This is an optimization exercise on Yosys and OpenROAD, whose aim is small area, a short achievable clock period and few clock cycles, not a production implementation. The RTL was checked by simulation tests, not by an equivalence proof against the original design. Power is estimated from default activity; no workload was simulated.

==> module contrl, before the edit <==
module contrl(input clk,
              input reset,
              input des_enable,
              input des_mode,
              output reg idle,
              output reg active,
              output reg ready_o,
              output reg one_l,
              output reg one_r,
              output reg two_l,
              output reg two_r);
	reg [3:0] cnt;
	wire last = (cnt == 4'd15);
	wire [3:0] cnt_n = active ? cnt + 4'd1 : 4'd0;
	wire one_n = (cnt_n == 4'd0) || (cnt_n == 4'd7) || (cnt_n == 4'd14);
	always @(posedge clk or negedge reset)
		if (reset == 1'b0) begin
			idle <= 1'b1;
			active <= 1'b0;
			ready_o <= 1'b0;
		end else begin
			idle <= idle & ~des_enable;
			active <= idle ? des_enable : (active & ~last);
			ready_o <= ready_o | (active & last);
		end
	always @(posedge clk) begin
		cnt <= cnt_n;
		one_l <= one_n & ~des_mode;
		one_r <= one_n & des_mode;
		two_l <= ~one_n & ~des_mode;
		two_r <= ~one_n & des_mode;
	end
endmodule
==> module des, before the edit <==
module  des(input clk,
            input des_enable,
            input reset,
            input des_mode,
            input [1:64] data_i,
            input [1:64] key_i,
            output wire [1:64] data_o,
            output reg ready_o);
	wire [1:32] L_i_var, R_i_var;
	wire [1:28] C0, D0;
	wire [1:32] f;
	wire [1:56] Key_next;
	reg [1:32] L, R;
	reg [1:48] A;
	reg [1:56] K;
	wire idle, active, one_l, one_r, two_l, two_r;
	IP IP1(.in(data_i), .L_i_var(L_i_var), .R_i_var(R_i_var));
	IP_ni IP_ni(.in({R, L}), .out(data_o));
	pc_1 pc_1(.key_i(key_i), .C0(C0), .D0(D0));
	des_f des_f1(.A(A), .f(f));
	key_get key_get(.K(K), .C0(C0), .D0(D0), .des_mode(des_mode), .idle(idle),
	                .one_l(one_l), .one_r(one_r), .two_l(two_l), .two_r(two_r),
	                .K_next(Key_next));
	wire [1:32] L_sel = idle ? R_i_var : (ready_o ? R : L);
	wire [1:32] g = f & {32{active}};
	wire [1:32] R_next = L_sel ^ g;
	wire [1:48] A_pre = expand(L_sel) ^ pc2(Key_next);
	always @(posedge clk) begin
		R <= R_next;
		A <= A_pre ^ expand(g);
		L <= idle ? L_i_var : (ready_o ? L : R);
		K <= Key_next;
	end
	contrl contrl1(.clk(clk), .reset(reset), .des_enable(des_enable), .des_mode(des_mode),
	               .idle(idle), .active(active), .ready_o(ready_o),
	               .one_l(one_l), .one_r(one_r), .two_l(two_l), .two_r(two_r));
	function [1:48] expand(input [1:32] x);
		expand = {x[32],x[1],x[2],x[3],x[4],x[5],
		          x[4],x[5],x[6],x[7],x[8],x[9],
		          x[8],x[9],x[10],x[11],x[12],x[13],
		          x[12],x[13],x[14],x[15],x[16],x[17],
		          x[16],x[17],x[18],x[19],x[20],x[21],
		          x[20],x[21],x[22],x[23],x[24],x[25],
		          x[24],x[25],x[26],x[27],x[28],x[29],
		          x[28],x[29],x[30],x[31],x[32],x[1]};
	endfunction
	function [1:48] pc2(input [1:56] k);
		pc2 = {k[14],k[17],k[11],k[24],k[1],k[5],
		       k[3],k[28],k[15],k[6],k[21],k[10],
		       k[23],k[19],k[12],k[4],k[26],k[8],
		       k[16],k[7],k[27],k[20],k[13],k[2],
		       k[41],k[52],k[31],k[37],k[47],k[55],
		       k[30],k[40],k[51],k[45],k[33],k[48],
		       k[44],k[49],k[39],k[56],k[34],k[53],
		       k[46],k[42],k[50],k[36],k[29],k[32]};
	endfunction
endmodule
clock: 5.0 ns
lec_check: 0
abc_area: 1
cap_margin: 20
core_margin: 2
core_utilization: 55
cts_buf_list: sky130_fd_sc_hd__clkbuf_8
place_density: 0.7
setup_slack_margin: 3.0
slew_margin: 20
tns_end_percent: 0
buffer_ports_args: -buffer_cell sky130_fd_sc_hd__buf_1
standard.sh (not shown) runs the stock make flow with config.mk's settings and CLKGATE_MAP_FILE= SYNTH_SCRIPT=/design/flow/synth_recipe.tcl, a recipe that flattens the netlist after the stock synthesis.
==> flow/flow/run.sh <==
#!/bin/bash
# The standard layout, with the port buffers that the standard flow puts on
# every input and output made as sky130_fd_sc_hd__buf_1 cells (plain buffers)
# instead of the delay buffers buffer_ports picks by default.
set -euo pipefail
echo 'export BUFFER_PORTS_ARGS = -buffer_cell sky130_fd_sc_hd__buf_1' >> config.mk
bash standard.sh > standard.log 2>&1
Testbench counts at the start, summed over its fixed seeds: cycles 43,200.
Rerun with:
--- a/flow/design.v
+++ b/flow/design.v
@@ -1182,6 +1182,7 @@
               input des_enable,
               input des_mode,
               output reg idle,
+              output reg first,
               output reg active,
               output reg ready_o,
               output reg one_l,
@@ -1204,6 +1205,7 @@
 		end
 	always @(posedge clk) begin
 		cnt <= cnt_n;
+		first <= idle;
 		one_l <= one_n & ~des_mode;
 		one_r <= one_n & des_mode;
 		two_l <= ~one_n & ~des_mode;
@@ -1225,7 +1227,7 @@
 	reg [1:32] L, R;
 	reg [1:48] A;
 	reg [1:56] K;
-	wire idle, active, one_l, one_r, two_l, two_r;
+	wire idle, first, active, one_l, one_r, two_l, two_r;
 	IP IP1(.in(data_i), .L_i_var(L_i_var), .R_i_var(R_i_var));
 	IP_ni IP_ni(.in({R, L}), .out(data_o));
 	pc_1 pc_1(.key_i(key_i), .C0(C0), .D0(D0));
@@ -1233,18 +1235,18 @@
 	key_get key_get(.K(K), .C0(C0), .D0(D0), .des_mode(des_mode), .idle(idle),
 	                .one_l(one_l), .one_r(one_r), .two_l(two_l), .two_r(two_r),
 	                .K_next(Key_next));
-	wire [1:32] L_sel = idle ? R_i_var : (ready_o ? R : L);
+	wire [1:32] L_sel = idle ? R_i_var : first ? L_i_var : (ready_o ? R : L);
 	wire [1:32] g = f & {32{active}};
 	wire [1:32] R_next = L_sel ^ g;
 	wire [1:48] A_pre = expand(L_sel) ^ pc2(Key_next);
 	always @(posedge clk) begin
 		R <= R_next;
 		A <= A_pre ^ expand(g);
-		L <= idle ? L_i_var : (ready_o ? L : R);
+		if (!ready_o) L <= R;
 		K <= Key_next;
 	end
 	contrl contrl1(.clk(clk), .reset(reset), .des_enable(des_enable), .des_mode(des_mode),
-	               .idle(idle), .active(active), .ready_o(ready_o),
+	               .idle(idle), .first(first), .active(active), .ready_o(ready_o),
 	               .one_l(one_l), .one_r(one_r), .two_l(two_l), .two_r(two_r));
 	function [1:48] expand(input [1:32] x);
 		expand = {x[32],x[1],x[2],x[3],x[4],x[5],
The new run ran to the end with no violations.
Sequential power decreases by about 3%.
Worst hold slack barely changes.
Synthesized area shrinks by 1.1%.
Count of clock-buffer cells in the layout stays the same.
Clock power stays flat.
Testbench counts after the change, summed over its fixed seeds: cycles 43,200.

---

Setup of ember:
Another version of the RTL of des (not shown whole).
For scale: roughly 200 I/O pins, ~0.012 mm^2 of cells after synthesis.
==> module contrl, before the edit <==
module contrl(input clk,
              input reset,
              input des_enable,
              input des_mode,
              output reg idle,
              output reg first,
              output reg active,
              output reg ready_o,
              output reg one_l,
              output reg one_r,
              output reg two_l,
              output reg two_r);
	reg [3:0] cnt;
	wire last = (cnt == 4'd15);
	wire [3:0] cnt_n = active ? cnt + 4'd1 : 4'd0;
	wire one_n = (cnt_n == 4'd0) || (cnt_n == 4'd7) || (cnt_n == 4'd14);
	always @(posedge clk or negedge reset)
		if (reset == 1'b0) begin
			idle <= 1'b1;
			active <= 1'b0;
			ready_o <= 1'b0;
		end else begin
			idle <= idle & ~des_enable;
			active <= idle ? des_enable : (active & ~last);
			ready_o <= ready_o | (active & last);
		end
	always @(posedge clk) begin
		cnt <= cnt_n;
		first <= idle;
		one_l <= one_n & ~des_mode;
		one_r <= one_n & des_mode;
		two_l <= ~one_n & ~des_mode;
		two_r <= ~one_n & des_mode;
	end
endmodule
==> module des, before the edit <==
module  des(input clk,
            input des_enable,
            input reset,
            input des_mode,
            input [1:64] data_i,
            input [1:64] key_i,
            output wire [1:64] data_o,
            output reg ready_o);
	wire [1:32] L_i_var, R_i_var;
	wire [1:28] C0, D0;
	wire [1:32] f;
	wire [1:56] Key_next;
	reg [1:32] L;
	wire [1:32] R = unexpand(A ^ pc2(K));
	reg [1:48] A;
	reg [1:56] K;
	wire idle, first, active, one_l, one_r, two_l, two_r;
	IP IP1(.in(data_i), .L_i_var(L_i_var), .R_i_var(R_i_var));
	IP_ni IP_ni(.in({R, L}), .out(data_o));
	pc_1 pc_1(.key_i(key_i), .C0(C0), .D0(D0));
	des_f des_f1(.A(A), .f(f));
	key_get key_get(.K(K), .C0(C0), .D0(D0), .des_mode(des_mode), .idle(idle),
	                .one_l(one_l), .one_r(one_r), .two_l(two_l), .two_r(two_r),
	                .K_next(Key_next));
	wire [1:32] L_sel = idle ? R_i_var : first ? L_i_var : (ready_o ? R : L);
	wire [1:32] g = f & {32{active}};
	wire [1:48] A_pre = expand(L_sel) ^ pc2(Key_next);
	always @(posedge clk) begin
		A <= A_pre ^ expand(g);
		if (!ready_o) L <= R;
		K <= Key_next;
	end
	contrl contrl1(.clk(clk), .reset(reset), .des_enable(des_enable), .des_mode(des_mode),
	               .idle(idle), .first(first), .active(active), .ready_o(ready_o),
	               .one_l(one_l), .one_r(one_r), .two_l(two_l), .two_r(two_r));
	function [1:48] expand(input [1:32] x);
		expand = {x[32],x[1],x[2],x[3],x[4],x[5],
		          x[4],x[5],x[6],x[7],x[8],x[9],
		          x[8],x[9],x[10],x[11],x[12],x[13],
		          x[12],x[13],x[14],x[15],x[16],x[17],
		          x[16],x[17],x[18],x[19],x[20],x[21],
		          x[20],x[21],x[22],x[23],x[24],x[25],
		          x[24],x[25],x[26],x[27],x[28],x[29],
		          x[28],x[29],x[30],x[31],x[32],x[1]};
	endfunction
	function [1:32] unexpand(input [1:48] x);
		unexpand = {x[2],x[3],x[4],x[5],x[6],x[9],x[10],x[11],x[12],x[15],x[16],x[17],x[18],x[21],x[22],x[23],x[24],x[27],x[28],x[29],x[30],x[33],x[34],x[35],x[36],x[39],x[40],x[41],x[42],x[45],x[46],x[1]};
	endfunction
	function [1:48] pc2(input [1:56] k);
		pc2 = {k[14],k[17],k[11],k[24],k[1],k[5],
		       k[3],k[28],k[15],k[6],k[21],k[10],
		       k[23],k[19],k[12],k[4],k[26],k[8],
		       k[16],k[7],k[27],k[20],k[13],k[2],
		       k[41],k[52],k[31],k[37],k[47],k[55],
		       k[30],k[40],k[51],k[45],k[33],k[48],
		       k[44],k[49],k[39],k[56],k[34],k[53],
		       k[46],k[42],k[50],k[36],k[29],k[32]};
	endfunction
endmodule
Settings: LEC_CHECK=0, CAP_MARGIN=20, CORE_MARGIN=2, CORE_UTILIZATION=40, PLACE_DENSITY=0.6, SETUP_SLACK_MARGIN=2.8, SLEW_MARGIN=20; clock period 5.0 ns.
run.sh (not shown) runs the stock make flow with config.mk's settings and CLKGATE_MAP_FILE= SYNTH_SCRIPT=/design/flow/synth_recipe.tcl, a recipe that flattens the netlist after the stock synthesis.
Stock flow here: none of the scripts above is used.
ember | stages: all done | timing, DRC, antenna: all pass
Testbench counts of ember, summed over its fixed seeds: cycles 43,200.
Here is what was changed in the inputs of indigo compared with ember.
diff --git a/flow/design.v b/flow/design.v
--- a/flow/design.v
+++ b/flow/design.v
@@ -1182,7 +1182,6 @@
               input des_enable,
               input des_mode,
               output reg idle,
-              output reg first,
               output reg active,
               output reg ready_o,
               output reg one_l,
@@ -1205,7 +1204,6 @@
 		end
 	always @(posedge clk) begin
 		cnt <= cnt_n;
-		first <= idle;
 		one_l <= one_n & ~des_mode;
 		one_r <= one_n & des_mode;
 		two_l <= ~one_n & ~des_mode;
@@ -1224,11 +1222,10 @@
 	wire [1:28] C0, D0;
 	wire [1:32] f;
 	wire [1:56] Key_next;
-	reg [1:32] L;
-	wire [1:32] R = unexpand(A ^ pc2(K));
+	reg [1:32] L, R;
 	reg [1:48] A;
 	reg [1:56] K;
-	wire idle, first, active, one_l, one_r, two_l, two_r;
+	wire idle, active, one_l, one_r, two_l, two_r;
 	IP IP1(.in(data_i), .L_i_var(L_i_var), .R_i_var(R_i_var));
 	IP_ni IP_ni(.in({R, L}), .out(data_o));
 	pc_1 pc_1(.key_i(key_i), .C0(C0), .D0(D0));
@@ -1236,16 +1233,18 @@
 	key_get key_get(.K(K), .C0(C0), .D0(D0), .des_mode(des_mode), .idle(idle),
 	                .one_l(one_l), .one_r(one_r), .two_l(two_l), .two_r(two_r),
 	                .K_next(Key_next));
-	wire [1:32] L_sel = idle ? R_i_var : first ? L_i_var : (ready_o ? R : L);
+	wire [1:32] L_sel = idle ? R_i_var : (ready_o ? R : L);
 	wire [1:32] g = f & {32{active}};
+	wire [1:32] R_next = L_sel ^ g;
 	wire [1:48] A_pre = expand(L_sel) ^ pc2(Key_next);
 	always @(posedge clk) begin
+		R <= R_next;
 		A <= A_pre ^ expand(g);
-		if (!ready_o) L <= R;
+		L <= idle ? L_i_var : (ready_o ? L : R);
 		K <= Key_next;
 	end
 	contrl contrl1(.clk(clk), .reset(reset), .des_enable(des_enable), .des_mode(des_mode),
-	               .idle(idle), .first(first), .active(active), .ready_o(ready_o),
+	               .idle(idle), .active(active), .ready_o(ready_o),
 	               .one_l(one_l), .one_r(one_r), .two_l(two_l), .two_r(two_r));
 	function [1:48] expand(input [1:32] x);
 		expand = {x[32],x[1],x[2],x[3],x[4],x[5],
@@ -1257,9 +1256,6 @@
 		          x[24],x[25],x[26],x[27],x[28],x[29],
 		          x[28],x[29],x[30],x[31],x[32],x[1]};
 	endfunction
-	function [1:32] unexpand(input [1:48] x);
-		unexpand = {x[2],x[3],x[4],x[5],x[6],x[9],x[10],x[11],x[12],x[15],x[16],x[17],x[18],x[21],x[22],x[23],x[24],x[27],x[28],x[29],x[30],x[33],x[34],x[35],x[36],x[39],x[40],x[41],x[42],x[45],x[46],x[1]};
-	endfunction
 	function [1:48] pc2(input [1:56] k);
 		pc2 = {k[14],k[17],k[11],k[24],k[1],k[5],
 		       k[3],k[28],k[15],k[6],k[21],k[10],
### Flow results
Combinational share of power: ember and indigo compared, higher one is ember
| period utilization | higher: ember |
indigo ended up with a lower total track usage than ember did.
indigo vs. ember: placeable core region up 2.4%; final-layout clock buffer total +2; die area went up 1.4%; die outline width went up about 0.7%.
Comparing number of buffers other than clock buffers in the final layout for ember and indigo, the smaller number came from indigo.
Against ember, indigo comes in about 6% lower on number of cells produced by synthesis.
Testbench counts of indigo, summed over its fixed seeds: cycles 43,200.

-- what the ideal ports hide --
How much do the figures lean on ideal ports? The routed layouts below were timed once more, with nothing changed but the port constraints.
Step 1, drivers: a clkbuf_16 drives clk and a buf_2 each remaining input, both assumed.
Step 2 moves the port delays by t, midway between the first and last clock arrival at a register: inputs arrive t later, outputs are due t later. That takes back most of the time a late clock gives input paths.
Three values: no drivers, after step 1, after step 2; two values: the first two.
| run | t, ns | setup slack, ns | latest minus earliest clock arrival (ns) | pins driven straight from the clock port |
|---|---|---|---|---|
| the first run of note 1 | 0.521 | 2.906 / 2.864 / 2.459 | 0.024 / 0.024 | 1 |
| the second run of note 1 | 0.528 | 2.802 / 2.756 / 2.331 | 0.026 / 0.026 | 1 |
| ember | 0.475 | 2.708 / 2.679 / 2.328 | 0.011 / 0.011 | 1 |
| indigo | 0.477 | 2.776 / 2.776 / 2.342 | 0.017 / 0.017 | 1 |
After both steps every run listed still meets setup and hold. For the second run of note 1, which loses most, drivers alone change the setup slack by -0.046 ns; drivers and shift together by -0.471 ns.
